This is an optimization exercise on Yosys and OpenROAD, whose aim is small area, not a production implementation.
In this exercise RTL edits were held to simulation tests only and were not proved equivalent to the original.

==> flow/design.v (outline; a module is shown in full before it is edited, if it fits) <==
// module dff: 16 lines
// module filter: 900 lines
// module fa: 4 lines
// module ha: 4 lines
module filter #(
    parameter DATA_WIDTH = 16
)
(
    input                               clk,
    input                               rst_n,
    input   signed [DATA_WIDTH-1:0]     FilterIn,
    input                               ValidIn,
    output      signed [32:0]           data_out,
    output                              ValidOut
);
  // ...
==> flow/run.sh <==
#!/bin/bash
# synth_recipe.tcl (not shown) runs the flow's synth.tcl, then flattens the netlist and writes it again
# the make line also repeats each setting of config.mk as NAME=value (left out here)
make -C /OpenROAD-flow-scripts/flow DESIGN_CONFIG=/design/flow/config.mk WORK_HOME=/design/flow/orfs CLKGATE_MAP_FILE= SYNTH_SCRIPT=/design/flow/synth_recipe.tcl finish
==> flow/config.mk <==
export PLATFORM = sky130hd
export DESIGN_NAME = filter
export DESIGN_NICKNAME = filter
export VERILOG_FILES = /design/flow/design.v
export SDC_FILE = /design/flow/constraint.sdc
export NUM_CORES = 4
export LEC_CHECK = 0
export CAP_MARGIN = 20
export CORE_MARGIN = 2
export CORE_UTILIZATION = 65
export CTS_CLUSTER_DIAMETER = 100
export CTS_CLUSTER_SIZE = 26
export GPL_TIMING_DRIVEN = 0
export SLEW_MARGIN = 20
export SYNTH_HIERARCHICAL = 1
export SYNTH_MINIMUM_KEEP_SIZE = 0
==> flow/constraint.sdc <==
create_clock -name core_clock -period 14.0 [get_ports {clk}]
set_input_delay 2.8000 -clock core_clock [delete_from_list [all_inputs] [get_ports {clk}]]
set_output_delay 2.8000 -clock core_clock [all_outputs]
set_load 0.01 [all_outputs]
==> flow_metrics.py, run 1 <==
metrics = {
    "status": {
        "outcome": "no timing/DRC/antenna violations",
    },
    "layout": {
        "reg_top3": "up_q x27, lo_q x20",
        "design.seq.count": 308,
        "final_cell_mix": "fa_1, dfrtp_1, inv_1",
        "nNonClkBuffers": 69,
        "multi_input_gates": 666,
        "stdcell_count": 1614,
        "diodes": 0,
    },
    "synthesis": {
        "yosys_warnings": 7,
        "synth_edf_count": 0,
        "ys_async_sr_fraction_pct": 84.7,
        "ys_top_cells_by_count": "fa_1, dfrtp_1, inv_1, ha_1, dfxtp_1",
        "synth_ff_type": "dfrtp_1",
    },
    "place": {
        "dp_slack_ns": -0.138,
        "post_dp_cell_area_um2": 21600,
        "place_congestion": 0.911,
    },
    "hold_path": {
        "hold_class": "reg2reg",
        "min_from": "d7[0]",
    },
    "floorplan": {
        "start_util_pct": 65.7,
        "dieArea_um2": 33100,
    },
    "clock_tree": {
        "clk_latency_ns": 0.52,
    },
    "timing": {
        "final-hold-violation-count": 0,
    },
    "global_routing": {
        "met1_usage_pct": 47.3,
    },
    "detailed_routing": {
        "met3WireLength_um": 4320,
        "first_pass_iters": 7,
        "drt_iter0_drc": 649,
    },
    "setup_path": {
        "crit_arrival_ns": 14.01,
    },
}
==> inputs of run 2 (changes only) <==
==> flow/flow/run.sh (new file) <==
#!/bin/bash
export BUFFER_PORTS_ARGS="-buffer_cell sky130_fd_sc_hd__buf_1"
export PRE_GLOBAL_PLACE_TCL="$PWD/flow/pre_gpl.tcl"
export CTS_ARGS="-sink_clustering_enable -repair_clock_nets -sink_clustering_size 26 -sink_clustering_max_diameter 100 -dont_use_dummy_load"
bash standard.sh > standard.log 2>&1
==> flow/flow/pre_gpl.tcl (new file) <==
remove_buffers
==> flow/standard.sh (new file) <==
#!/bin/bash
# synth_recipe.tcl (not shown) runs the flow's synth.tcl, then flattens the netlist and writes it again
# the make line also repeats each setting of config.mk as NAME=value (left out here)
make -C /OpenROAD-flow-scripts/flow DESIGN_CONFIG=/design/flow/config.mk WORK_HOME=/design/flow/orfs CLKGATE_MAP_FILE= SYNTH_SCRIPT=/design/flow/synth_recipe.tcl "${@:-finish}"
removed: flow/run.sh
==> run 2 against run 1 <==
Net effect: still clean; register-to-register slack worse by 0.12 ns; critical path depth is 1 lower; cell count down 1.2%; flip-flop and latch count unchanged; cell area shrank 1.8%; fmax increased by 2.0%; critical path type unchanged.
==> flow_metrics.py, run 2 <==
metrics = {
    "layout": {
        "nNetsFinal": 1853,
        "diodes": 0,
        "top_register": "up_q",
        "mostFrequentLayoutCell": "fa_1",
        "final_cell_mix": "fa_1, dfrtp_1, inv_1",
        "drive_gt1_share_pct": 2.27,
        "reg_top3": "up_q x27, lo_q x20",
        "final_cell_area_um2": 21700,
        "largest_reg_flops": 27,
        "syn_to_final_growth_pct": 5.75,
    },
    "clock_tree": {
        "ctsLongestPathBuffers": 3,
        "htree_levels": 1,
        "clock_sinks": 308,
        "cts_tree": "built",
        "post_cts_buffers": 0,
        "path_clk_slew_ns": 0.09,
        "clk_latency_ns": 0.52,
        "cts_buffers": 16,
        "cts-resized-gates": 0,
        "postCtsHoldBufs": 0,
        "cts-root-buf": "clkbuf_16",
    },
    "floorplan": {
        "start_util_pct": 65.7,
        "io_pins": 53,
        "core_um2": 31300,
        "die_x_um": 182,
        "die_y_um": 182,
        "dieArea_um2": 33100,
        "num_rows": 65,
    },
    "timing": {
        "worst_pin_slew_ns": 0.915,
        "final-hold-violation-count": 0,
        "slew_violations": 0,
        "period_needed_ns": 13.36,
        "hold-worst-slack_ns": 0.388,
        "max_freq_mhz": 74.9,
        "relSlewSlack_pct": 39.0,
        "setup_viol": 0,
        "final.period_utilization_pct": 95.4,
        "skew_ns": 0.0630,
        "tns_ns": 0,
        "rsz0062_at_grt": "no",
    },
    "synthesis": {
        "synth_top_area_share_pct": 55.4,
        "synthCells": 1130,
        "yosys-top-cells-area": "fa_1, dfrtp_1, dfxtp_1",
        "yosys.area.top_type": "fa_1",
        "yosys_warnings": 7,
        "synth_edf_count": 0,
        "avgSynthCellArea_um2": 18.2,
        "syn-num-nets": 1789,
        "synthDistinctLibCells": 17,
        "synth_seq_cells": 308,
        "synth_seq_area_share_pct": 36.3,
        "ys_async_sr_fraction_pct": 84.7,
        "synth_most_common_cell": "fa_1",
        "synth_area_um2": 20600,
        "synth_ff_type": "dfrtp_1",
        "ys_top_cells_by_count": "fa_1, dfrtp_1, inv_1, ha_1, dfxtp_1",
    },
    "run": {
        "drv_cap": 0,
    },
    "detailed_routing": {
        "wl_per_cell_um": 27.0,
        "vias": 8957,
        "first_pass_iters": 5,
        "routed_wl_um": 43100,
        "vias_per_cell": 5.62,
        "ant_nets": 0,
        "drc": 0,
        "drt_iter0_drc": 667,
    },
    "setup_path": {
        "critPathMaxFanout": 21,
        "crit_arrival_ns": 13.74,
        "worstSetupPathType": "in2reg",
        "worstSetupEndpointType": "flop",
        "cp_data_required_time_ns": 14.39,
        "start_kind": "input port",
    },
    "place": {
        "place_hpwl_um": 38900,
        "port-buffer-count": 52,
        "post_dp_cell_area_um2": 21300,
        "place_congestion": 0.907,
    },
    "global_routing": {
        "grt_pass1_wl_um": 66100,
        "grt_max_degree": 35,
        "grt_pass1_vias": 10645,
        "grt-ovfl-total": 0,
        "grt_usage_pct": 28.7,
        "antenna_found_initial": 0,
    },
    "hold_path": {
        "hold_class": "reg2reg",
    },
    "status": {
        "outcome": "no timing/DRC/antenna violations",
    },
}
[run 2: final timing paths]
path / startpoint / to / slack [ns] / depth (start not counted)
min: d1[0] / d2[0] / 0.39 / 0
min in group asynchronous: rst_n / d9[15] / 2.24 / 2
max: ValidIn / up_q[19] / 0.64 / 28
min reg2reg: d1[0] / d2[0] / 0.39 / 0
max in group asynchronous: rst_n / d9[1] / 10.18 / 8
max reg2reg: d4[0] / up_q[19] / 1.00 / 33
[run 2: worst max-delay path, stage by stage]
cell	delay, ns
buf_1	0.38
and2_1	0.32
ha_1	0.22
fa_1	0.39
fa_1	0.44
fa_1	0.41
fa_1	0.40
fa_1	0.81
fa_1	0.56
fa_1	0.42
fa_1	0.40
fa_1	0.40
fa_1	0.42
fa_1	0.41
fa_1	0.40
fa_1	0.41
fa_1	0.40
fa_1	0.43
fa_1	0.40
fa_1	0.39
fa_1	0.39
fa_1	0.52
fa_1	0.44
fa_1	0.39
inv_1	0.07
fa_1	0.40
inv_1	0.06
ha_1	0.24
[run 2: metal layers]
metal  global-route usage [%]  routed length, um
met4                     4.42                674
met1                     47.5              20100
met3                     8.86               3890
met5                        0                  0
met2                     39.6              18400
[run 2: modules after synthesis (local to each module, per instance)]
module | area [um2] | cells
fa | 20.0 | 1
filter | 8290 | 491
ha | 12.5 | 1
[run 2: cells by family after synthesis]
group                    after synthesis  share of synthesized area (%)
AO/OA/AOI/OAI                          4                          0.146
XOR/XNOR                               1                         0.0426
adder cells (fa/ha/maj)              640                           59.7
buffers and inverters                156                           3.09
flip-flops                           308                           36.3
AND/OR/NAND/NOR                       21                          0.657
[run 2: layout make-up]
class	count	area [um2]
Fill cell	2076	9570
Timing Repair Buffer	61	384
Clock buffer	16	400
Tap cell	402	503
Inverter	141	529
Sequential cell	308	7470
Multi-Input combinational cell	666	12500
[run 2: through the flow]
stage | cells | setup WS, ns | utilization (%)
after floorplan | 1130 | 1.35 | -
after global placement | 1569 | -2.31 | 67.6
after detailed placement | 1578 | 0.0653 | 68.2
after CTS | 1594 | 0.585 | 69.4
after global routing | 1594 | 0.242 | 69.4
final | 1594 | 0.645 | 69.4
==> inputs of run 3 (changes only) <==
--- a/flow/config.mk
+++ b/flow/config.mk
@@ -5,12 +5,12 @@
 export SDC_FILE = /design/flow/constraint.sdc
 export NUM_CORES = 4
 export LEC_CHECK = 0
-export CAP_MARGIN = 20
+export CAP_MARGIN = 5
 export CORE_MARGIN = 2
 export CORE_UTILIZATION = 65
 export CTS_CLUSTER_DIAMETER = 100
 export CTS_CLUSTER_SIZE = 26
 export GPL_TIMING_DRIVEN = 0
-export SLEW_MARGIN = 20
+export SLEW_MARGIN = 5
 export SYNTH_HIERARCHICAL = 1
 export SYNTH_MINIMUM_KEEP_SIZE = 0
==> run 3 against run 2 <==
Net effect: flip-flop and latch count unchanged; synthesized cell count unchanged; synthesized area unchanged; worst setup slack worse by 0.086 ns; count of clock-buffer cells in the layout unchanged; global-route usage down 0.090 points; cell count down 0.13%; core utilization down 0.15 points; non-clock buffer count down 2; via count down 0.89%; worst hold slack better by 0.00054 ns; critical endpoint unchanged; largest cell class unchanged.
==> flow_metrics.py, run 3 <==
metrics = {
    "timing": {
        "rsz0062_at_grt": "no",
        "hold-worst-slack_ns": 0.388,
        "final.period_utilization_pct": 96.0,
        "period_needed_ns": 13.44,
        "relSlewSlack_pct": 39.0,
        "max_freq_mhz": 74.4,
        "skew_ns": 0.0635,
        "final-hold-violation-count": 0,
        "worst_pin_slew_ns": 0.916,
        "setup_viol": 0,
        "slew_violations": 0,
        "fin_ws_ns": 0.559,
    },
    "floorplan": {
        "die_y_um": 182,
        "dieArea_um2": 33100,
        "die_x_um": 182,
        "core_um2": 31300,
        "num_rows": 65,
        "io_pins": 53,
        "start_util_pct": 65.7,
    },
    "layout": {
        "reg_top3": "up_q x27, lo_q x20",
        "top_register": "up_q",
        "stdcell_count": 1592,
        "final_cell_mix": "fa_1, dfrtp_1, inv_1",
        "nNetsFinal": 1851,
        "largest_reg_flops": 27,
        "drive_gt1_share_pct": 2.10,
        "multi_input_area_um2": 12500,
        "mostFrequentLayoutCell": "fa_1",
        "syn_to_final_growth_pct": 5.52,
        "seq_area_um2": 7470,
        "nFillCells": 2068,
        "diodes": 0,
    },
    "synthesis": {
        "yosys_warnings": 7,
        "synthCells": 1130,
        "yosys-top-cells-area": "fa_1, dfrtp_1, dfxtp_1",
        "synth_top_area_share_pct": 55.4,
        "synth_most_common_cell": "fa_1",
        "synth_edf_count": 0,
        "syn-num-nets": 1789,
        "ys_top_cells_by_count": "fa_1, dfrtp_1, inv_1, ha_1, dfxtp_1",
        "avgSynthCellArea_um2": 18.2,
        "synth_seq_cells": 308,
        "synth_ff_type": "dfrtp_1",
        "synth_seq_area_share_pct": 36.3,
        "synth_area_um2": 20600,
        "synthDistinctLibCells": 17,
        "ys_async_sr_fraction_pct": 84.7,
        "yosys.area.top_type": "fa_1",
    },
    "global_routing": {
        "grt_pass1_vias": 10495,
        "grt_usage_pct": 28.6,
        "antenna_found_initial": 0,
        "grt_max_degree": 42,
        "grt_pass1_wl_um": 65700,
        "grt-ovfl-total": 0,
    },
    "detailed_routing": {
        "m1WireLength_um": 20400,
        "vias": 8877,
        "routed_wl_um": 43000,
        "first_pass_iters": 5,
        "met3WireLength_um": 3540,
        "vias_per_cell": 5.58,
        "ant_nets": 0,
        "drt_iter0_drc": 621,
        "top_layer": "met4",
        "drc": 0,
        "wl_met2_um": 18300,
        "wl_per_cell_um": 27.0,
    },
    "clock_tree": {
        "cts_buffers": 16,
        "htree_levels": 1,
        "postCtsHoldBufs": 0,
        "cts-root-buf": "clkbuf_16",
        "clock_sinks": 308,
        "cts_tree": "built",
        "clk_latency_ns": 0.53,
        "post_cts_buffers": 0,
        "path_clk_slew_ns": 0.10,
        "cts-resized-gates": 0,
        "ctsLongestPathBuffers": 3,
    },
    "hold_path": {
        "min_from": "d5[0]",
        "min_path_cells": 0,
        "hold_class": "reg2reg",
    },
    "setup_path": {
        "critPathMaxFanout": 21,
        "worstSetupPathType": "in2reg",
        "start_kind": "input port",
        "crit_slowest_cell": "fa_1",
        "r2r_cells": 33,
        "cp_data_required_time_ns": 14.35,
        "reg2reg_from": "d4[0]",
        "worst_path_largest_cell_delay_ns": 0.83,
        "worstSetupEndpointType": "flop",
        "crit_arrival_ns": 13.79,
        "crit_start": "ValidIn",
        "crit_top_cell": "fa_1",
    },
    "run": {
        "drv_cap": 0,
    },
    "place": {
        "dp.cells": 1576,
        "place_hpwl_um": 38800,
        "place_congestion": 0.907,
        "port-buffer-count": 52,
        "dp_slack_ns": 0.0755,
    },
    "status": {
        "outcome": "no timing/DRC/antenna violations",
    },
}
==> run 3: cell families after synthesis <==
kind of cell	after synthesis	synth area share, %
simple gates	21	0.657
xor+xnor	1	0.0426
buf+inv	156	3.09
flops	308	36.3
fa+ha+maj	640	59.7
compound gates	4	0.146
==> run 3: per-module statistics from Yosys (local to each module, per instance) <==
| module | copies in the design | flip-flops and latches | cells | area, um2 |
|---|---|---|---|---|
| ha | 70 | 0 | 1 | 12.5 |
| fa | 569 | 0 | 1 | 20.0 |
| filter | 1 | 308 | 491 | 8290 |
==> run 3: stage by stage <==
| step | instance area, um2 | utilization [%] | TNS, ns |
|---|---|---|---|
| floorplan | 20600 | - | 0 |
| global placement | 21200 | 67.6 | -591.75 |
| detailed placement | 21300 | 68.0 | 0 |
| CTS | 21700 | 69.3 | 0 |
| global route | 21700 | 69.3 | 0 |
| finish | 21700 | 69.3 | 0 |
==> run 3: critical path, delay by kind of cell <==
family                   cells  cell delay [ns]
AND/OR/NAND/NOR              1             0.32
buffers and inverters        3             0.52
adder cells (fa/ha/maj)     24            10.12
==> run 3: cell type report <==
class                           instances  share of cell area (%)
Multi-Input combinational cell        666                    57.4
Sequential cell                       308                    34.4
Inverter                              141                    2.44
Tap cell                              402                    2.32
Clock buffer                           16                    1.85
Timing Repair Buffer                   59                    1.55
==> run 3: metal layers <==
metal  vias to the layer above  track usage, %
li1                       3466               -
met1                      5110            47.9
met2                       268            39.3
met3                        33            8.36
met4                         0            4.48
met5                         -               0
==> run 3: worst paths after layout <==
path	end	slack, ns
setup / recovery	up_q[19]	0.56
hold / removal	d6[0]	0.39
setup reg to reg	up_q[19]	1.02
hold reg to reg	d6[0]	0.39
max in group asynchronous	d12[0]	10.24
min in group asynchronous	d10[15]	2.32
==> inputs of run 4 (changes only) <==
==> flow/flow/run.sh (replaced) <==
#!/bin/bash
export BUFFER_PORTS_ARGS="-buffer_cell sky130_fd_sc_hd__buf_1"
export PRE_GLOBAL_PLACE_TCL="$PWD/flow/pre_gpl.tcl"
bash standard.sh > standard.log 2>&1
--- a/flow/config.mk
+++ b/flow/config.mk
@@ -5,12 +5,12 @@
 export SDC_FILE = /design/flow/constraint.sdc
 export NUM_CORES = 4
 export LEC_CHECK = 0
-export CAP_MARGIN = 5
+export CAP_MARGIN = 20
 export CORE_MARGIN = 2
 export CORE_UTILIZATION = 65
 export CTS_CLUSTER_DIAMETER = 100
 export CTS_CLUSTER_SIZE = 26
 export GPL_TIMING_DRIVEN = 0
-export SLEW_MARGIN = 5
+export SLEW_MARGIN = 20
 export SYNTH_HIERARCHICAL = 1
 export SYNTH_MINIMUM_KEEP_SIZE = 0
==> run 4 against run 3 <==
Net effect: still clean on timing, DRC and antenna; worst hold slack got worse by 0.0026 ns; critical path depth is the same; largest cell class unchanged; count of clock-buffer cells in the layout up 9.
==> flow_metrics.py, run 4 <==
metrics = {
    "status": {
        "outcome": "no timing/DRC/antenna violations",
    },
    "synthesis": {
        "synth_ff_type": "dfrtp_1",
        "yosys_warnings": 7,
        "synth_most_common_cell": "fa_1",
        "synthDistinctLibCells": 17,
        "synth_seq_cells": 308,
        "synth_top_area_share_pct": 55.4,
        "yosys-top-cells-area": "fa_1, dfrtp_1, dfxtp_1",
        "synth_seq_area_share_pct": 36.3,
        "syn-num-nets": 1789,
        "avgSynthCellArea_um2": 18.2,
        "ys_top_cells_by_count": "fa_1, dfrtp_1, inv_1, ha_1, dfxtp_1",
        "synth_edf_count": 0,
        "ys_async_sr_fraction_pct": 84.7,
        "yosys.area.top_type": "fa_1",
        "synth_area_um2": 20600,
        "synthCells": 1130,
    },
    "setup_path": {
        "cp.depth": 28,
        "crit_top_cell": "fa_1",
        "timing.critical_path.buf_inv": 3,
        "r2r_cells": 33,
        "worst_path_largest_cell_delay_ns": 0.75,
        "crit_start": "ValidIn",
        "crit_arrival_ns": 13.74,
        "critical_path.endpoint": "up_q[19]",
        "critPathMaxFanout": 21,
        "worstSetupEndpointType": "flop",
        "reg2reg_slack_ns": 0.97,
        "worstSetupPathType": "in2reg",
        "reg2reg_from": "d4[0]",
        "cp_data_required_time_ns": 14.39,
        "start_kind": "input port",
        "crit_slowest_cell": "fa_1",
        "path_delay_family": "adder cells",
        "r2r-end": "up_q[19]",
    },
    "layout": {
        "top_register": "up_q",
        "reg_top3": "up_q x27, lo_q x20",
        "seq_area_um2": 7470,
        "syn_to_final_growth_pct": 6.46,
        "mostFrequentLayoutCell": "fa_1",
        "fin_util_pct": 69.9,
        "final_cell_mix": "fa_1, dfrtp_1, inv_1",
        "nFillCells": 2065,
        "multi_input_area_um2": 12500,
        "drive_gt1_share_pct": 2.66,
        "final_cell_area_um2": 21900,
        "diodes": 0,
        "nNetsFinal": 1853,
        "largest_reg_flops": 27,
    },
    "timing": {
        "relSlewSlack_pct": 40.7,
        "period_needed_ns": 13.35,
        "setup_viol": 0,
        "final-hold-violation-count": 0,
        "slew_violations": 0,
        "worst_pin_slew_ns": 0.890,
        "tns_ns": 0,
        "skew_ns": 0.0308,
        "final.period_utilization_pct": 95.3,
        "rsz0062_at_grt": "no",
        "max_freq_mhz": 74.9,
    },
    "detailed_routing": {
        "vias_per_cell": 5.58,
        "routed_wl_um": 43200,
        "drc": 0,
        "vias": 8964,
        "wl_per_cell_um": 26.9,
        "drt_iter0_drc": 685,
        "ant_nets": 0,
        "first_pass_iters": 5,
    },
    "clock_tree": {
        "cts-root-buf": "clkbuf_16",
        "clk_latency_ns": 0.52,
        "post_cts_buffers": 0,
        "postCtsHoldBufs": 0,
        "cts-resized-gates": 0,
        "clock_sinks": 308,
        "cts_buffers": 16,
        "path_clk_slew_ns": 0.09,
        "ctsLongestPathBuffers": 3,
        "cts_tree": "built",
        "htree_levels": 1,
    },
    "floorplan": {
        "die_x_um": 182,
        "die_y_um": 182,
        "dieArea_um2": 33100,
        "start_util_pct": 65.7,
        "num_rows": 65,
        "io_pins": 53,
        "core_um2": 31300,
    },
    "global_routing": {
        "grt_max_degree": 35,
        "grt-ovfl-total": 0,
        "grt_pass1_wl_um": 66300,
        "grt_usage_pct": 28.8,
        "antenna_found_initial": 0,
        "grt_pass1_vias": 10675,
    },
    "place": {
        "port-buffer-count": 52,
        "place_congestion": 0.907,
        "place_hpwl_um": 38900,
        "post_dp_cell_area_um2": 21300,
    },
    "run": {
        "drv_cap": 0,
    },
    "hold_path": {
        "hold_class": "reg2reg",
    },
}
-- run 4: cells by family (layout without fill, tap and decap cells) --
kind of cell / count (synthesis) / in the layout / share of synthesized area (%)
AO/OA/AOI/OAI: 4 / 4 / 0.146
buffers and inverters: 156 / 230 / 3.09
XOR/XNOR: 1 / 1 / 0.0426
adder cells (fa/ha/maj): 640 / 640 / 59.7
AND/OR/NAND/NOR: 21 / 21 / 0.657
flip-flops: 308 / 308 / 36.3
-- run 4: stage by stage --
stage	std cells	worst slack [ns]	hold WS [ns]
floorplan	1130	1.35	0.357
global placement	1569	-2.31	0.365
detailed placement	1578	0.0653	0.367
CTS	1606	0.591	0.389
global route	1606	0.238	0.403
finish	1606	0.651	0.386
-- run 4: worst register-to-register path: cells and delay by family, from the launching register on --
kind	cells	cell delay, ns
adder cells (fa/ha/maj)	29	12.17
flip-flops	1	0.41
buffers and inverters	4	0.29
-- run 4: cell type report --
cell class	instances	share of cell area, %
repair buffers	61	1.75
clock inverters	3	0.366
well taps	402	2.30
multi-input cells	666	56.9
clock buffers	25	2.13
flip-flops and latches	308	34.1
inverters	141	2.42
-- run 4: worst min path at each step --
stage,from,end,depth (start not counted)
2_1_floorplan,d9[0],d10[0],0
3_3_place_gp,d4[0],d5[0],0
3_5_place_dp,d5[0],d6[0],0
4_1_cts,d1[0],d2[0],0
5_1_grt,d2[0],d3[0],0
6_report,d1[0],d2[0],0
-- run 4: modules after synthesis (local to each module, per instance) --
module  times used  cells inside  flip-flops and latches
ha              70             1                       0
fa             569             1                       0
filter           1           491                     308
-- run 4: metal layers --
layer  GRT usage (%)  wire [um]  vias up
met1            47.8      20100     5141
met5               0          0        -
li1                -          -     3493
met2            39.7      18500      291
met3            8.66       3980       39
met4            4.39        650        0
==> inputs of run 5 (changes only) <==
--- a/flow/config.mk
+++ b/flow/config.mk
@@ -8,8 +8,9 @@
 export CAP_MARGIN = 20
 export CORE_MARGIN = 2
 export CORE_UTILIZATION = 65
-export CTS_CLUSTER_DIAMETER = 100
-export CTS_CLUSTER_SIZE = 26
+export CTS_BUF_LIST = sky130_fd_sc_hd__clkbuf_8
+export CTS_CLUSTER_DIAMETER = 80
+export CTS_CLUSTER_SIZE = 15
 export GPL_TIMING_DRIVEN = 0
 export SLEW_MARGIN = 20
 export SYNTH_HIERARCHICAL = 1
==> run 5 against run 4 <==
Net effect: register-to-register slack gained 0.06 ns; sequential share of layout area grew 0.18 points; worst hold slack worse by 0.032 ns; still clean on timing, DRC and antenna; global-route usage rose by 0.20 points; die area is the same; wire length about the same; largest cell class unchanged; cell count is 0.37% higher; via count about the same; synthesized cell count stayed put.
==> flow_metrics.py, run 5 <==
metrics = {
    "status": {
        "outcome": "no timing/DRC/antenna violations",
    },
    "layout": {
        "stdcell_count": 1612,
        "mostFrequentLayoutCell": "fa_1",
        "nNetsFinal": 1862,
        "diodes": 0,
        "syn_to_final_growth_pct": 5.89,
        "final_cell_mix": "fa_1, dfrtp_1, inv_1",
        "reg_top3": "up_q x27, lo_q x20",
        "largest_reg_flops": 27,
        "top_register": "up_q",
        "drive_gt1_share_pct": 3.31,
    },
    "detailed_routing": {
        "drt_iter0_drc": 634,
        "drc": 0,
        "vias": 8970,
        "wl_per_cell_um": 26.8,
        "routed_wl_um": 43200,
        "vias_per_cell": 5.56,
        "first_pass_iters": 5,
        "ant_nets": 0,
    },
    "floorplan": {
        "io_pins": 53,
        "die_y_um": 182,
        "die_x_um": 182,
        "num_rows": 65,
        "core_um2": 31300,
        "start_util_pct": 65.7,
        "dieArea_um2": 33100,
    },
    "hold_path": {
        "min_path_cells": 0,
        "worst_hold_path.endpoint": "d5[2]",
        "min_from": "d4[2]",
        "hold_class": "reg2reg",
    },
    "timing": {
        "slew_violations": 0,
        "worst_pin_slew_ns": 0.951,
        "max_freq_mhz": 75.6,
        "skew_ns": 0.0652,
        "final-hold-violation-count": 0,
        "relSlewSlack_pct": 36.6,
        "final.period_utilization_pct": 94.4,
        "period_needed_ns": 13.22,
        "rsz0062_at_grt": "no",
        "setup_viol": 0,
    },
    "global_routing": {
        "grt_pass1_wl_um": 66400,
        "grt-ovfl-total": 0,
        "grt_max_degree": 35,
        "grt_pass1_vias": 10700,
        "antenna_found_initial": 0,
        "grt_usage_pct": 29.0,
    },
    "setup_path": {
        "start_kind": "input port",
        "timing.critical_path.buf_inv": 3,
        "worstSetupPathType": "in2reg",
        "cp_data_required_time_ns": 14.52,
        "path_delay_family": "adder cells",
        "crit_slowest_cell": "fa_1",
        "worst_path_largest_cell_delay_ns": 0.80,
        "r2r_cells": 33,
        "r2r-end": "up_q[19]",
        "crit_top_cell": "fa_1",
        "reg2reg_slack_ns": 1.03,
        "reg2reg_from": "d4[0]",
        "cp.depth": 28,
        "worstSetupEndpointType": "flop",
        "critPathMaxFanout": 21,
        "crit_arrival_ns": 13.74,
    },
    "synthesis": {
        "synth_edf_count": 0,
        "synth_most_common_cell": "fa_1",
        "ys_async_sr_fraction_pct": 84.7,
        "syn-num-nets": 1789,
        "avgSynthCellArea_um2": 18.2,
        "synth_seq_cells": 308,
        "yosys_warnings": 7,
        "synth_seq_area_share_pct": 36.3,
        "synth_ff_type": "dfrtp_1",
        "synthDistinctLibCells": 17,
        "synth_area_um2": 20600,
        "yosys-top-cells-area": "fa_1, dfrtp_1, dfxtp_1",
        "ys_top_cells_by_count": "fa_1, dfrtp_1, inv_1, ha_1, dfxtp_1",
        "yosys.area.top_type": "fa_1",
        "synthCells": 1130,
        "synth_top_area_share_pct": 55.4,
    },
    "place": {
        "place_hpwl_um": 38900,
        "place_congestion": 0.907,
        "dp.cells": 1578,
        "port-buffer-count": 52,
    },
    "clock_tree": {
        "htree_levels": 1,
        "ctsLongestPathBuffers": 3,
        "post_cts_buffers": 0,
        "cts-resized-gates": 0,
        "path_clk_slew_ns": 0.10,
        "clk_latency_ns": 0.65,
        "cts_buffers": 25,
        "clock_sinks": 308,
        "cts-root-buf": "clkbuf_8",
        "cts_tree": "built",
        "postCtsHoldBufs": 0,
    },
    "run": {
        "drv_cap": 0,
    },
}
[run 5: cell counts after synthesis]
No cell type changed its count.
[run 5: kinds of logic after synthesis]
| kind of cell | count (synthesis) | share of synthesized area [%] |
|---|---|---|
| adder cells (fa/ha/maj) | 640 | 59.7 |
| AO/OA/AOI/OAI | 4 | 0.146 |
| buffers and inverters | 156 | 3.09 |
| AND/OR/NAND/NOR | 21 | 0.657 |
| flip-flops | 308 | 36.3 |
| XOR/XNOR | 1 | 0.0426 |
[run 5: per-module statistics from Yosys, one instance, submodules excluded]
module,copies in the design,cell area (um2)
filter,1,8290
ha,70,12.5
fa,569,20.0
[run 5: layer usage]
metal	vias up	part of all wire [%]	GRT usage (%)	wire, um
li1	3498	-	-	-
met1	5137	46	47.6	20100
met2	290	42	39.5	18300
met3	45	9.5	10.0	4130
met4	0	1.7	4.55	737
met5	-	0	0	0
[run 5: through the flow]
stage | setup slack [ns] | area [um2] | setup TNS [ns] | hold WS, ns | util (%)
2_1_floorplan | 1.35 | 20600 | 0 | 0.357 | -
3_3_place_gp | -2.31 | 21200 | -591.75 | 0.365 | 67.6
3_5_place_dp | 0.0653 | 21300 | 0 | 0.367 | 68.2
4_1_cts | 0.749 | 21800 | 0 | 0.360 | 69.5
5_1_grt | 0.408 | 21800 | 0 | 0.370 | 69.5
6_report | 0.780 | 21800 | 0 | 0.354 | 69.5
[run 5: worst max path at each step]
| stage | startpoint | slack, ns | to |
|---|---|---|---|
| 2_1_floorplan | ValidIn | 1.35 | up_q[19] |
| 4_1_cts | ValidIn | 0.75 | up_q[19] |
| 5_1_grt | ValidIn | 0.41 | up_q[19] |
| 3_3_place_gp | rst_n | -2.31 | d10[1] |
| 3_5_place_dp | ValidIn | 0.07 | up_q[19] |
| 6_report | ValidIn | 0.78 | up_q[19] |
[run 5: area by class of cell]
class	count	area [um2]
Timing Repair Buffer	61	384
Tap cell	402	503
Inverter	141	529
Multi-Input combinational cell	666	12500
Clock inverter	9	85.1
Sequential cell	308	7470
Fill cell	2071	9540
Clock buffer	25	344
==> inputs of run 6 (changes only) <==
==> flow/flow/run.sh (replaced) <==
#!/bin/bash
export BUFFER_PORTS_ARGS="-buffer_cell sky130_fd_sc_hd__buf_1"
export PRE_GLOBAL_PLACE_TCL="$PWD/flow/pre_gpl.tcl"
export CTS_ARGS="-sink_clustering_enable -repair_clock_nets -sink_clustering_size 18 -sink_clustering_max_diameter 90 -buf_list sky130_fd_sc_hd__clkbuf_8 -dont_use_dummy_load"
bash standard.sh > standard.log 2>&1
--- a/flow/config.mk
+++ b/flow/config.mk
@@ -8,9 +8,8 @@
 export CAP_MARGIN = 20
 export CORE_MARGIN = 2
 export CORE_UTILIZATION = 65
-export CTS_BUF_LIST = sky130_fd_sc_hd__clkbuf_8
-export CTS_CLUSTER_DIAMETER = 80
-export CTS_CLUSTER_SIZE = 15
+export CTS_CLUSTER_DIAMETER = 100
+export CTS_CLUSTER_SIZE = 26
 export GPL_TIMING_DRIVEN = 0
 export SLEW_MARGIN = 20
 export SYNTH_HIERARCHICAL = 1
==> run 6 against run 5 <==
Net effect: cell count fell by 0.81%; highest routed layer unchanged; worst hold slack improved by 0.0012 ns; register-to-register slack got worse by 0.03 ns; critical path depth did not move; critical endpoint unchanged; wire length fell by 0.25%; cell area fell by 0.64%; fmax fell by 0.19%; count of clock-buffer cells in the layout fell by 4; core utilization fell by 0.45 points; synthesized area did not move; largest cell class unchanged.
==> flow_metrics.py, run 6 <==
metrics = {
    "clock_tree": {
        "ctsLongestPathBuffers": 3,
        "cts_buffers": 21,
        "path_clk_slew_ns": 0.10,
        "cts-root-buf": "clkbuf_8",
        "clock_sinks": 308,
        "postCtsHoldBufs": 0,
        "cts_tree": "built",
        "clk_latency_ns": 0.59,
        "cts-resized-gates": 0,
        "post_cts_buffers": 0,
        "htree_levels": 1,
    },
    "setup_path": {
        "crit_slowest_cell": "fa_1",
        "crit_arrival_ns": 13.72,
        "cp_data_required_time_ns": 14.47,
        "worstSetupEndpointType": "flop",
        "crit_top_cell": "fa_1",
        "worst_path_largest_cell_delay_ns": 0.75,
        "critPathMaxFanout": 21,
        "start_kind": "input port",
        "worstSetupPathType": "in2reg",
    },
    "global_routing": {
        "grt_max_degree": 35,
        "met1_usage_pct": 47.6,
        "globalRouteMet3Util_pct": 8.92,
        "antenna_found_initial": 0,
        "grt_pass1_wl_um": 65900,
        "gr-max-usage-layer": "met1",
        "grt-ovfl-total": 0,
        "grtUsageMet2_pct": 38.9,
        "grt_pass1_vias": 10621,
        "grt_usage_pct": 28.7,
    },
    "layout": {
        "diodes": 0,
        "largest_reg_flops": 27,
        "top_register": "up_q",
        "fin_util_pct": 69.1,
        "reg_top3": "up_q x27, lo_q x20",
        "mostFrequentLayoutCell": "fa_1",
        "nNetsFinal": 1858,
        "drive_gt1_share_pct": 2.67,
        "final_cell_mix": "fa_1, dfrtp_1, inv_1",
        "syn_to_final_growth_pct": 5.21,
        "nFillCells": 2084,
    },
    "detailed_routing": {
        "vias_per_cell": 5.57,
        "vias": 8904,
        "drt_iter0_drc": 555,
        "first_pass_iters": 5,
        "ant_nets": 0,
        "wl_per_cell_um": 27.0,
        "drc": 0,
        "routed_wl_um": 43100,
    },
    "floorplan": {
        "num_rows": 65,
        "die_y_um": 182,
        "io_pins": 53,
        "core_um2": 31300,
        "start_util_pct": 65.7,
        "dieArea_um2": 33100,
        "die_x_um": 182,
    },
    "synthesis": {
        "synth_most_common_cell": "fa_1",
        "avgSynthCellArea_um2": 18.2,
        "yosys.area.top_type": "fa_1",
        "synth_seq_cells": 308,
        "ys_top_cells_by_count": "fa_1, dfrtp_1, inv_1, ha_1, dfxtp_1",
        "synth_seq_area_share_pct": 36.3,
        "ys_async_sr_fraction_pct": 84.7,
        "synth_top_area_share_pct": 55.4,
        "yosys-top-cells-area": "fa_1, dfrtp_1, dfxtp_1",
        "synthDistinctLibCells": 17,
        "synth_area_um2": 20600,
        "synth_ff_type": "dfrtp_1",
        "synth_edf_count": 0,
        "synthCells": 1130,
        "syn-num-nets": 1789,
        "yosys_warnings": 7,
    },
    "place": {
        "port-buffer-count": 52,
        "place_congestion": 0.907,
        "place_hpwl_um": 38900,
    },
    "timing": {
        "period_needed_ns": 13.24,
        "worst_pin_slew_ns": 0.882,
        "skew_ns": 0.0636,
        "rsz0062_at_grt": "no",
        "relSlewSlack_pct": 41.2,
        "final-hold-violation-count": 0,
        "final.period_utilization_pct": 94.6,
        "max_freq_mhz": 75.5,
        "slew_violations": 0,
        "setup_viol": 0,
    },
    "status": {
        "outcome": "no timing/DRC/antenna violations",
    },
    "run": {
        "drv_cap": 0,
    },
    "hold_path": {
        "hold_class": "reg2reg",
    },
}
[run 6: path summary, 6_finish.rpt]
kind | startpoint | endpoint | slack [ns] | depth (start not counted)
worst max-delay path | ValidIn | up_q[19] | 0.76 | 28
max in group asynchronous | rst_n | d9[1] | 10.28 | 8
worst min register to register | d3[14] | d4[14] | 0.36 | 0
worst min-delay path | d3[14] | d4[14] | 0.36 | 0
worst max register to register | d12[0] | up_q[19] | 1.00 | 33
min in group asynchronous | rst_n | d8[15] | 2.16 | 2
[run 6: Yosys stat by module, one instance, submodules excluded]
| module | flops+latches | cells inside |
|---|---|---|
| fa | 0 | 1 |
| filter | 308 | 491 |
| ha | 0 | 1 |
[run 6: metal layers]
metal	up-vias	routed length, um
met3	47	3770
met4	0	964
met1	5098	20200
met2	276	18200
li1	3483	-
met5	-	0
[run 6: logic make-up (layout without fill, tap and decap cells)]
logic type | after synthesis | in the layout | synth area share, %
adders and majority gates | 640 | 640 | 59.7
DFF | 308 | 308 | 36.3
buffers and inverters | 156 | 223 | 3.09
and+or+nand+nor | 21 | 21 | 0.657
xor gates and xnor gates | 1 | 1 | 0.0426
AOI/OAI and AO/OA | 4 | 4 | 0.146
[run 6: cell type report]
cell class | instances | area [um2] | area share [%]
multi-input combinational | 666 | 12500 | 57.6
sequential | 308 | 7470 | 34.5
inverter | 141 | 529 | 2.45
tap | 402 | 503 | 2.33
timing repair buffer | 61 | 384 | 1.78
clock buffer | 21 | 289 | 1.34
[run 6: metrics by stage]
stage               instance area, um2  cells  worst slack, ns  hold slack [ns]  setup TNS [ns]
finish                           21600   1599            0.755            0.355               0
global route                     21600   1599            0.332            0.361               0
CTS                              21600   1599            0.688            0.361               0
detailed placement               21300   1578           0.0653            0.367               0
global placement                 21200   1569            -2.31            0.365         -591.75
floorplan                        20600   1130             1.35            0.357               0
[run 6: critical path, delay by kind of cell]
| family | cells | cell delay, ns |
|---|---|---|
| adders and majority gates | 24 | 10.08 |
| buffers and inverters | 3 | 0.50 |
| and+or+nand+nor | 1 | 0.32 |
==> inputs of run 7 (changes only) <==
==> flow/config.mk (replaced) <==
export PLATFORM = sky130hd
export DESIGN_NAME = filter
export DESIGN_NICKNAME = filter
export VERILOG_FILES = /design/flow/design.v
export SDC_FILE = /design/flow/constraint.sdc
export NUM_CORES = 4
export LEC_CHECK = 0
export CAP_MARGIN = 5
export CORE_MARGIN = 2
export CORE_UTILIZATION = 65
export GPL_TIMING_DRIVEN = 0
export SLEW_MARGIN = 5
export SYNTH_HIERARCHICAL = 1
export SYNTH_MINIMUM_KEEP_SIZE = 0
==> run 7 against run 6 <==
Net effect: still clean on timing, DRC and antenna; worst setup slack got worse by 0.017 ns; core utilization fell by 0.15 points; cell area fell by 0.22%; critical endpoint unchanged; critical path type unchanged; global-route usage rose by 0.076 points.
==> flow_metrics.py, run 7 <==
metrics = {
    "clock_tree": {
        "post_cts_buffers": 0,
        "cts-root-buf": "clkbuf_8",
        "path_clk_slew_ns": 0.11,
        "cts-resized-gates": 0,
        "postCtsHoldBufs": 0,
        "htree_levels": 1,
        "cts_tree": "built",
        "ctsLongestPathBuffers": 3,
        "clk_latency_ns": 0.60,
        "clock_sinks": 308,
        "cts_buffers": 21,
    },
    "synthesis": {
        "synth_ff_type": "dfrtp_1",
        "synthDistinctLibCells": 17,
        "synth_seq_cells": 308,
        "synthCells": 1130,
        "yosys.area.top_type": "fa_1",
        "synth_top_area_share_pct": 55.4,
        "ys_top_cells_by_count": "fa_1, dfrtp_1, inv_1, ha_1, dfxtp_1",
        "synth_most_common_cell": "fa_1",
        "synth_area_um2": 20600,
        "syn-num-nets": 1789,
        "synth_seq_area_share_pct": 36.3,
        "yosys_warnings": 7,
        "avgSynthCellArea_um2": 18.2,
        "ys_async_sr_fraction_pct": 84.7,
        "synth_edf_count": 0,
        "yosys-top-cells-area": "fa_1, dfrtp_1, dfxtp_1",
    },
    "hold_path": {
        "worst_hold_path.endpoint": "d2[14]",
        "hold_class": "reg2reg",
        "min_from": "d1[14]",
        "min_path_cells": 0,
    },
    "setup_path": {
        "timing.critical_path.buf_inv": 3,
        "worst_path_largest_cell_delay_ns": 0.81,
        "reg2reg_slack_ns": 1.08,
        "cp_data_required_time_ns": 14.50,
        "r2r_cells": 33,
        "critPathMaxFanout": 21,
        "reg2reg_from": "d12[0]",
        "r2r-end": "up_q[19]",
        "crit_slowest_cell": "fa_1",
        "worstSetupEndpointType": "flop",
        "path_delay_family": "adder cells",
        "crit_top_cell": "fa_1",
        "start_kind": "input port",
        "crit_arrival_ns": 13.76,
        "worstSetupPathType": "in2reg",
    },
    "floorplan": {
        "dieArea_um2": 33100,
        "core_um2": 31300,
        "die_x_um": 182,
        "start_util_pct": 65.7,
        "num_rows": 65,
        "die_y_um": 182,
        "io_pins": 53,
    },
    "timing": {
        "relSlewSlack_pct": 38.9,
        "skew_ns": 0.0952,
        "worst_pin_slew_ns": 0.916,
        "setup_viol": 0,
        "slew_violations": 0,
        "period_needed_ns": 13.26,
        "final-hold-violation-count": 0,
        "max_freq_mhz": 75.4,
        "final.period_utilization_pct": 94.7,
        "rsz0062_at_grt": "no",
    },
    "layout": {
        "drive_gt1_share_pct": 2.51,
        "reg_top3": "up_q x27, lo_q x20",
        "largest_reg_flops": 27,
        "fin_util_pct": 68.9,
        "diodes": 0,
        "mostFrequentLayoutCell": "fa_1",
        "top_register": "up_q",
        "nNetsFinal": 1856,
        "stdcell_count": 1597,
        "final_cell_mix": "fa_1, dfrtp_1, inv_1",
        "syn_to_final_growth_pct": 4.98,
    },
    "detailed_routing": {
        "drt_iter0_drc": 608,
        "routed_wl_um": 43100,
        "drc": 0,
        "first_pass_iters": 5,
        "ant_nets": 0,
        "vias_per_cell": 5.60,
        "wl_per_cell_um": 27.0,
        "vias": 8949,
    },
    "status": {
        "outcome": "no timing/DRC/antenna violations",
    },
    "place": {
        "dp.cells": 1576,
        "place_congestion": 0.907,
        "place_hpwl_um": 38800,
        "port-buffer-count": 52,
    },
    "run": {
        "drv_cap": 0,
    },
    "global_routing": {
        "antenna_found_initial": 0,
        "grt_pass1_vias": 10546,
        "grt_pass1_wl_um": 66000,
        "grt-ovfl-total": 0,
        "grt_max_degree": 42,
        "grt_usage_pct": 28.8,
    },
}
[run 7: Yosys stat by module (local to each module, per instance)]
module,cells inside,flip-flops and latches
fa,1,0
filter,491,308
ha,1,0
[run 7: cell type report]
cell class	count	area (um2)
fill	2093	9730
inverter	141	529
multi-input combinational	666	12500
timing repair buffer	59	337
tap	402	503
sequential	308	7470
clock buffer	21	289
[run 7: cell families (layout without fill, tap and decap cells)]
kind of cell,after synthesis,in the layout,share of synthesized area (%)
flip-flops,308,308,36.3
adder cells (fa/ha/maj),640,640,59.7
AO/OA/AOI/OAI,4,4,0.146
XOR/XNOR,1,1,0.0426
buffers and inverters,156,221,3.09
AND/OR/NAND/NOR,21,21,0.657
[run 7: worst reg2reg max path: cells and delay by family (launching register included)]
family                     cells  cell delay, ns
adders and majority gates     29           12.09
DFF                            1            0.41
buffers and inverters          4            0.30
[run 7: worst max path at each step]
stage               cells past startpoint    start        to  slack (ns)
floorplan                              28  ValidIn  up_q[19]        1.35
CTS                                    28  ValidIn  up_q[19]        0.74
finish                                 28  ValidIn  up_q[19]        0.74
global placement                        1    rst_n    d10[1]       -2.31
global route                           28  ValidIn  up_q[19]        0.45
detailed placement                     28  ValidIn  up_q[19]        0.08
[run 7: stage by stage]
step / instance area [um2] / TNS (ns) / worst slack, ns / hold slack, ns
2_1_floorplan: 20600 / 0 / 1.35 / 0.357
3_3_place_gp: 21200 / -591.75 / -2.31 / 0.365
3_5_place_dp: 21300 / 0 / 0.0755 / 0.366
4_1_cts: 21600 / 0 / 0.743 / 0.346
5_1_grt: 21600 / 0 / 0.453 / 0.339
6_report: 21600 / 0 / 0.739 / 0.344
[run 7: per-layer routing]
layer / vias up / part of all wire (%) / routed length (um) / global-route usage [%]
li1: 3474 / - / - / -
met1: 5144 / 47 / 20400 / 48.0
met2: 291 / 42 / 18200 / 39.1
met3: 40 / 8.5 / 3680 / 8.76
met4: 0 / 1.8 / 794 / 5.19
met5: - / 0 / 0 / 0

==> what the ideal ports hide <==
In the flow no input, the clock included, has a driving cell. The finished layouts below were timed again as built, in two steps. Step 1 assumes that a clkbuf_16 drives the clock port and a buf_2 every other input. Step 2, shift: input delay + t, output delay - t, t = (earliest + latest rising clock arrival at the registers) / 2. This alone moves slack from input paths to output paths. Three values: ideal ports, drivers, drivers and shift; two values: the first two.
| run | t (ns) | setup WS [ns] | hold slack, ns | worst setup path after step 2 |
|---|---|---|---|---|
| run 1 | 0.563 | 0.378 / 0.412 / -0.151 | 0.388 / 0.388 / 0.388 | input to register |
| run 2 | 0.541 | 0.645 / 0.679 / 0.137 | 0.388 / 0.388 / 0.388 | input to register |
| run 3 | 0.550 | 0.559 / 0.594 / 0.044 | 0.388 / 0.388 / 0.388 | input to register |
| run 4 | 0.556 | 0.651 / 0.684 / 0.128 | 0.386 / 0.386 / 0.386 | input to register |
| run 5 | 0.660 | 0.780 / 0.812 / 0.152 | 0.354 / 0.354 / 0.354 | input to register |
| run 6 | 0.617 | 0.755 / 0.787 / 0.169 | 0.355 / 0.355 / 0.355 | input to register |
| run 7 | 0.606 | 0.739 / 0.768 / 0.162 | 0.344 / 0.344 / 0.344 | input to register |
Met with ideal ports but missed after step 2: setup timing in run 1. The setup slack of run 5, which loses most, moves by +0.032 ns with the drivers and by -0.628 ns with both steps.
